Background: an optimization exercise with open tools, aiming at small area, a short achievable clock period and few clock cycles per item. Do not read the settings as production practice.
Function was not checked in any run shown here: the RTL went through the layout flow alone.

## flow/design.v (module list and top-level ports; edited modules follow where they fit)
// module mul_op: 1604 lines
// module mul_fa: 4 lines
// module mul_bsel: 3 lines
// module mul_xor: 3 lines
module mul_op #(parameter INPUTS = 2,
		parameter OUTPUTS = 1,
		parameter DATA_IN_SIZE = 32,
		parameter DATA_OUT_SIZE = 32)
		(
		input clk,
		input rst,
		input [INPUTS * (DATA_IN_SIZE)- 1 : 0]data_in_bus,
		input [INPUTS - 1 : 0]valid_in_bus,
		output [INPUTS - 1 : 0] ready_in_bus,
		output [OUTPUTS * (DATA_OUT_SIZE) - 1 : 0]data_out_bus,
		output [OUTPUTS - 1 : 0]valid_out_bus,
		input 	[OUTPUTS - 1 : 0] ready_out_bus
);
  // ...
==> flow/flow/run.sh <==
#!/bin/bash
# The standard layout, with resizing free to change a cell's footprint (so the
# port buffers and other cells can be swapped for faster ones) and port
# buffers that are plain buffers rather than delay cells.
set -euo pipefail
bash standard.sh MATCH_CELL_FOOTPRINT=0 BUFFER_PORTS_ARGS="-buffer_cell sky130_fd_sc_hd__buf_2" finish > standard.log 2>&1
==> flow/standard.sh <==
#!/bin/bash
# synth_recipe.tcl (not shown) runs the flow's synth.tcl, then flattens the netlist and writes it again
# the make line also repeats each setting of config.mk as NAME=value (left out here)
make -C /OpenROAD-flow-scripts/flow DESIGN_CONFIG=/design/flow/config.mk WORK_HOME=/design/flow/orfs CLKGATE_MAP_FILE= SYNTH_SCRIPT=/design/flow/synth_recipe.tcl "${@:-finish}"
==> flow/config.mk <==
export PLATFORM = sky130hd
export DESIGN_NAME = mul_op
export DESIGN_NICKNAME = mul_op
export VERILOG_FILES = /design/flow/design.v
export SDC_FILE = /design/flow/constraint.sdc
export NUM_CORES = 4
export LEC_CHECK = 0
export CAP_MARGIN = 20
export CORE_MARGIN = 2
export CORE_UTILIZATION = 40
export SETUP_SLACK_MARGIN = 4
export SLEW_MARGIN = 20
export SYNTH_HIERARCHICAL = 1
==> flow/constraint.sdc <==
create_clock -name core_clock -period 8.0 [get_ports {clk}]
set_input_delay 1.6000 -clock core_clock [delete_from_list [all_inputs] [get_ports {clk}]]
set_output_delay 1.6000 -clock core_clock [all_outputs]
set_load 0.01 [all_outputs]
==> metrics.yaml, run 1 <==
status: "no timing/DRC/antenna violations"
met1_usage: 0.300
multi_input_area_um2: 13300
design_area_um2: 22100
worstHoldPathType: "register to register"
cp-start-kind: "input port"
synthTopCellsByArea: "edfxtp_1 (32%), fa_1 (21%), a22oi_2 (18%), xnor2_1 (14%), ha_1 (4.0%)"
crit_buf_inv: 2
avgSynthCellArea_um2: 13.9
synth_compound_area_frac: 0.230
core_um2: 46600
ff2ff_path_depth: 10
worst_slew_pin_slew_ns: 1.03
dominant-cell-class: "multi-input combinational cells"
rsz0062_at_grt: "yes"
h-tree-depth: 1
cts.repair.resized: 46
grt_overflow: 0
yosysTopAreaCellShare: 0.317
synth_top_family_by_area: "adder cells"
cp-startpoint: "data_in_bus[32]"
clkbuf_count: 27
cpMostUsedCell: "fa_1"
syn_inst: 1360
grt_max_degree: 78
clock_latency_ns: 0.54
grt_use_total: 0.225
==> inputs of run 2 (changes only) <==
--- a/flow/design.v
+++ b/flow/design.v
@@ -7,29 +7,44 @@
 		input rst,
 		input [INPUTS * (DATA_IN_SIZE)- 1 : 0]data_in_bus,
 		input [INPUTS - 1 : 0]valid_in_bus,
 		output [INPUTS - 1 : 0] ready_in_bus,
 		output [OUTPUTS * (DATA_OUT_SIZE) - 1 : 0]data_out_bus,
 		output [OUTPUTS - 1 : 0]valid_out_bus,
 		input 	[OUTPUTS - 1 : 0] ready_out_bus
 );
+  reg fa, fb;
+  reg [31:0] a_s, b_s;
+  reg sv;             
+  wire ce = ~sv;      
+  wire fire = fa & fb & ce;
+  assign ready_in_bus[0] = ~fa | fire;
+  assign ready_in_bus[1] = ~fb | fire;
+  always @(posedge clk, posedge rst)
+    if (rst) begin fa <= 1'b0; fb <= 1'b0; end
+    else begin
+      if (ready_in_bus[0]) fa <= valid_in_bus[0];
+      if (ready_in_bus[1]) fb <= valid_in_bus[1];
+    end
+  always @(posedge clk) begin
+    if (ready_in_bus[0]) a_s <= data_in_bus[31:0];
+    if (ready_in_bus[1]) b_s <= data_in_bus[63:32];
+  end
   reg [1:0] v;
-  wire ce = ~v[1] | ready_out_bus[0];
-  assign ready_in_bus[0] = valid_in_bus[1] & ce;
-  assign ready_in_bus[1] = valid_in_bus[0] & ce;
-  wire join_valid = valid_in_bus[0] & valid_in_bus[1];
   always @(posedge clk, posedge rst)
     if (rst) v <= 0;
-    else if (ce) v <= {v[0:0], join_valid};
-  assign valid_out_bus[0] = v[1];
-  reg [31:0] p_reg;
-  assign data_out_bus[31:0] = p_reg;
-  wire [31:0] a_s = data_in_bus[31:0];
-  wire [31:0] b_s = data_in_bus[63:32];
+    else if (ce) v <= {v[0:0], fire};
+  reg [31:0] s_reg, p_reg;
+  always @(posedge clk, posedge rst)
+    if (rst) sv <= 1'b0;
+    else sv <= sv ? ~ready_out_bus[0] : (v[1] & ~ready_out_bus[0]);
+  always @(posedge clk) if (ce) s_reg <= p_reg;
+  assign valid_out_bus[0] = sv | v[1];
+  assign data_out_bus[31:0] = sv ? s_reg : p_reg;
   wire one0;
   wire two0;
   wire neg0;
   wire pp0_0;
   wire pp0_1;
   wire pp0_2;
   wire pp0_3;
   wire pp0_4;
==> flow/run.sh (new file) <==
#!/bin/bash
# synth_recipe.tcl (not shown) runs the flow's synth.tcl, then flattens the netlist and writes it again
# the make line also repeats each setting of config.mk as NAME=value (left out here)
make -C /OpenROAD-flow-scripts/flow DESIGN_CONFIG=/design/flow/config.mk WORK_HOME=/design/flow/orfs CLKGATE_MAP_FILE= SYNTH_SCRIPT=/design/flow/synth_recipe.tcl finish
==> flow/config.mk (replaced) <==
export PLATFORM = sky130hd
export DESIGN_NAME = mul_op
export DESIGN_NICKNAME = mul_op
export VERILOG_FILES = /design/flow/design.v
export SDC_FILE = /design/flow/constraint.sdc
export NUM_CORES = 4
export LEC_CHECK = 0
export CAP_MARGIN = 20
export CORE_MARGIN = 2
export CORE_UTILIZATION = 40
export SETUP_SLACK_MARGIN = 5
export SLEW_MARGIN = 20
export SYNTH_HIERARCHICAL = 1
removed: flow/flow/run.sh
removed: flow/standard.sh
==> run 2 against run 1 <==
Final area increased by 27%; first-iteration DRC count decreased by 4.3%; critical endpoint is now p_reg[29].
==> metrics.yaml, run 2 <==
drc: 0  # unchanged
largest_reg_flops: 167  # unchanged
tritoncts: "built"  # unchanged
dp_hpwl_um: 39000  # was 38000 um
grt_use_total: 0.236  # was 0.225
setup_violations: 0  # unchanged
yosysTopAreaCellShare: 0.367  # was 0.317
async_reset_ff_frac: 0.0167  # was 0.00995
grt_pass1_wl_um: 97400  # was 83300 um
worstPathArrival_ns: 4.07  # was 4.24 ns
rsz0062_at_grt: "yes"  # unchanged
slew_violations: 0  # unchanged
synth_edf_count: 263  # was 199
cts_hold_buf: 0  # unchanged
clockBufferDepth: 3  # unchanged
ys_types: 57  # was 63
worstHoldStart: "s_reg[23]"  # was v[0]
cp-end-kind: "register"  # unchanged
route.met2.wl_um: 31000  # was 26300 um
dieArea_um2: 55700  # was 48900 um^2
final_cell_mix: "xnor2_1 (282), a22oi_2 (272), edfxtp_1 (263)"  # was xnor2_1 (291), a22oi_2 (272), edfxtp_1 (199)
row_count: 85  # was 79
r2r-end: "p_reg[29]"  # was p_reg[30]
synthTopCellsByArea: "edfxtp_1 (37%), fa_1 (18%), a22oi_2 (16%), xnor2_1 (12%), ha_1 (3.5%)"  # was edfxtp_1 (32%), fa_1 (21%), a22oi_2 (18%), xnor2_1 (14%), ha_1 (4.0%)
fp.dieW_um: 236  # was 221 um
die_h_um: 236  # was 221 um
start_util: 0.402  # was 0.405
synth_seq_cells: 300  # was 201
dpl.cell_count: 2298  # was 2101
crit_chain: "fa_2 > fa_1 > fa_2 > ha_4 > nand4_1 > nor2_1 > nand3_1 > o221ai_4 > o21ai_4 > o311ai_2 > xnor2_1"  # was clkbuf_4 > nor2b_4 > buf_4 > a22oi_2 > xnor2_1 > ha_1 > fa_1 > fa_1
cp_slowest_cell: "fa_1"  # unchanged
synth_commonest_cells: "xnor2_1 (293), a22oi_2 (272), edfxtp_1 (263)"  # was xnor2_1 (291), a22oi_2 (272), edfxtp_1 (199)
drive_above_1_share: 0.424  # was 0.355
clock_latency_ns: 0.56  # was 0.54 ns
slowest_delay_ns: 0.57  # was 0.46 ns
fill_cells: 4410  # was 4137
h-tree-depth: 2  # was 1
cp-start-kind: "register"  # was input port
drt_first_iter_violations: 819  # was 856
pin_count: 104  # unchanged
skew_ns: 0.0209  # was 0.0156 ns
hold_end: "s_reg[23]"  # was v[1]
syn_inst: 1446  # was 1360
yosysMostFrequentCell: "xnor2_1"  # unchanged
fin_crit_sh: 0.472  # was 0.496
tns_ns: 0  # unchanged
cts.sinks: 300  # was 201
grt_pass1_vias: 15091  # was 13090
r2r-start: "rc3[53]"  # was rc3[125]
fin_util: 0.524  # was 0.475
vias: 13974  # was 12592
status: "no timing/DRC/antenna violations"  # unchanged
regMostFlops: "rc3"
worst_slew_pin_slew_ns: 1.11  # was 1.03 ns
maxSlewHeadroom: 0.257  # was 0.316
antenna_found_initial: 0  # was 2
met1_length_um: 28200  # was 23300 um
critPathRequiredTime_ns: 8.29  # was 8.27 ns
grt_max_degree: 180  # was 78
hold_viol_final: 0  # unchanged
wl_met3_um: 4030  # was 3300 um
yosys.area.top_type: "edfxtp_1"  # unchanged
syn2layout_area_growth_pct: 30.2  # was 17.3%
crit_buf_inv: 0  # was 2
ant_nets: 0  # unchanged
fmax_mhz: 265  # was 252 MHz
min_period_ns: 3.78  # was 3.96 ns
critPathTopFamily: "adder cells"  # unchanged
synth_flop_cell: "edfxtp_1"  # unchanged
core_um2: 53500  # was 46600 um^2
critical_path_class: "register to register"  # was input port to register
layout_commonest_cell: "xnor2_1"  # unchanged
clk_pin_slew_ns: 0.07  # was 0.06 ns
hold_depth: 1  # was 2
layout.nets: 2104  # was 1886
yosysSeqAreaShare: 0.403  # was 0.320
mappedNetlistArea_um2: 21500  # was 18800 um^2
maxCapViolations: 0  # unchanged
cts_root_buf: "clkbuf_16"  # unchanged
layoutNonFillerInstCount: 2502  # was 2184
port-buffer-count: 103  # unchanged
cpMostUsedCell: "fa_2"  # was fa_1
place_congestion: 0.837  # was 0.844
wl_per_cell_um: 26.1  # was 25.2 um
via_per_inst: 5.59  # was 5.77
top_layer: "met4"  # was met5
avgSynthCellArea_um2: 14.9  # was 13.9 um^2
ff2ff_path_depth: 11  # was 10
drt_wl_total_um: 65400  # was 55100 um
cts_made_buffers: 36  # was 24
first_pass_iters: 7  # was 5
cp_max_fo: 6  # was 33
worstHoldPathType: "register to register"  # unchanged
cp.depth: 11  # was 8
r2r_slack_ns: 4.22  # was 4.10 ns
yosys_warnings: 7  # unchanged
grt_overflow: 0  # unchanged
## run 2: cell count changes in the layout (fill, tap and decap cells not counted), sizes merged, moves of 12 or more
cell           before  now
bufbuf              0   12
mux2                2   33
edfxtp            199  263
buf               161  208
nand2              30   18
clkdlybuf4s50       0   68
dfxtp               0   32
## run 2: per-module statistics from Yosys, one instance, submodules excluded
module / flip-flops and latches / cell area [um^2]
mul_op: 300 / 11600
mul_xor: 0 / 8.76
mul_fa: 0 / 20.0
mul_bsel: 0 / 21.3
## run 2: cells by family (layout without fill, tap and decap cells)
family	Yosys count	count (layout)	synth area share
compound gates	388	388	0.193
xor+xnor	346	346	0.141
simple gates	94	94	0.0240
buf+inv	28	372	0.00523
flops	300	300	0.403
fa+ha+maj	256	256	0.217
other cells	1	17	0.000174
mux	33	33	0.0173
## run 2: worst reg2reg max path, stage by stage, from the launching register on
cell and delay [ns]:
edfxtp_1 0.43, fa_2 0.51, fa_1 0.57, fa_2 0.48
ha_4 0.33, nand4_1 0.17, nor2_1 0.16, nand3_1 0.13
o221ai_4 0.22, o21ai_4 0.13, o311ai_2 0.25, xnor2_1 0.11
## run 2: metal layers
layer,GRT usage,vias up
li1,-,6112
met1,0.318,7262
met2,0.387,482
met3,0.0355,118
met4,0.0903,0
met5,0,-
## run 2: final cells by class
class	count	area, um^2	area share
inverter	15	60.1	0.00214
timing repair buffer	293	3390	0.121
clock inverter	23	210	0.00750
antenna	1	2.50	0.0000893
multi-input combinational	1133	13900	0.496
tap	696	871	0.0311
sequential	300	8670	0.309
clock buffer	41	920	0.0328
## run 2: per-stage QoR
step	hold WS [ns]	cell area (um^2)	setup WS [ns]
3_5_place_dp	0.462	24400	3.92
2_1_floorplan	0.448	22100	3.58
4_1_cts	0.475	27200	4.21
3_3_place_gp	0.456	24400	4.03
5_1_grt	0.501	28000	4.12
6_report	0.477	28000	4.22
## run 2: worst max-delay path by stage
stage,from,to,slack [ns]
3_3_place_gp,b_s[21],rc3[157],4.03
3_5_place_dp,b_s[21],rc3[157],3.92
2_1_floorplan,b_s[1],rc3[145],3.58
5_1_grt,rc3[37],p_reg[30],4.12
6_report,rc3[53],p_reg[29],4.22
4_1_cts,rc3[65],p_reg[30],4.21
## run 2: timing repair
| item | in CTS | in global routing |
|---|---|---|
| pin swaps | 30 | 34 |
| gates resized for setup | 292 | 94 |
| cloned | 13 | 3 |
| buffers inserted | 85 | 38 |
| endpoints found under the setup margin | 128 | 79 |

[port drivers added, routing unchanged]
In the flow no input, the clock included, has a driving cell. The finished layouts below were timed again as built, in two steps. Step 1: set_driving_cell puts a clkbuf_16 on clk and a buf_2 on each other input, an assumption about the parent block. Step 2 adds t to the input delays and takes it off the output delays; t is the mean of the earliest and latest rising clock arrival at the registers after step 1. Input paths then give back, and output paths get back, about the clock's delay inside the block. Slacks: ideal / step 1 / step 2; pairs: ideal / step 1.
run | t (ns) | setup WS [ns] | worst setup path after step 2
run 1 | 0.583 | 4.035 / 4.059 / 3.476 | input to register
run 2 | 0.613 | 4.224 / 4.224 / 4.224 | register to register
After both steps setup and hold are still met in every run listed. The setup slack of run 1, which loses most, moves by +0.024 ns with the drivers and by -0.559 ns with both steps.
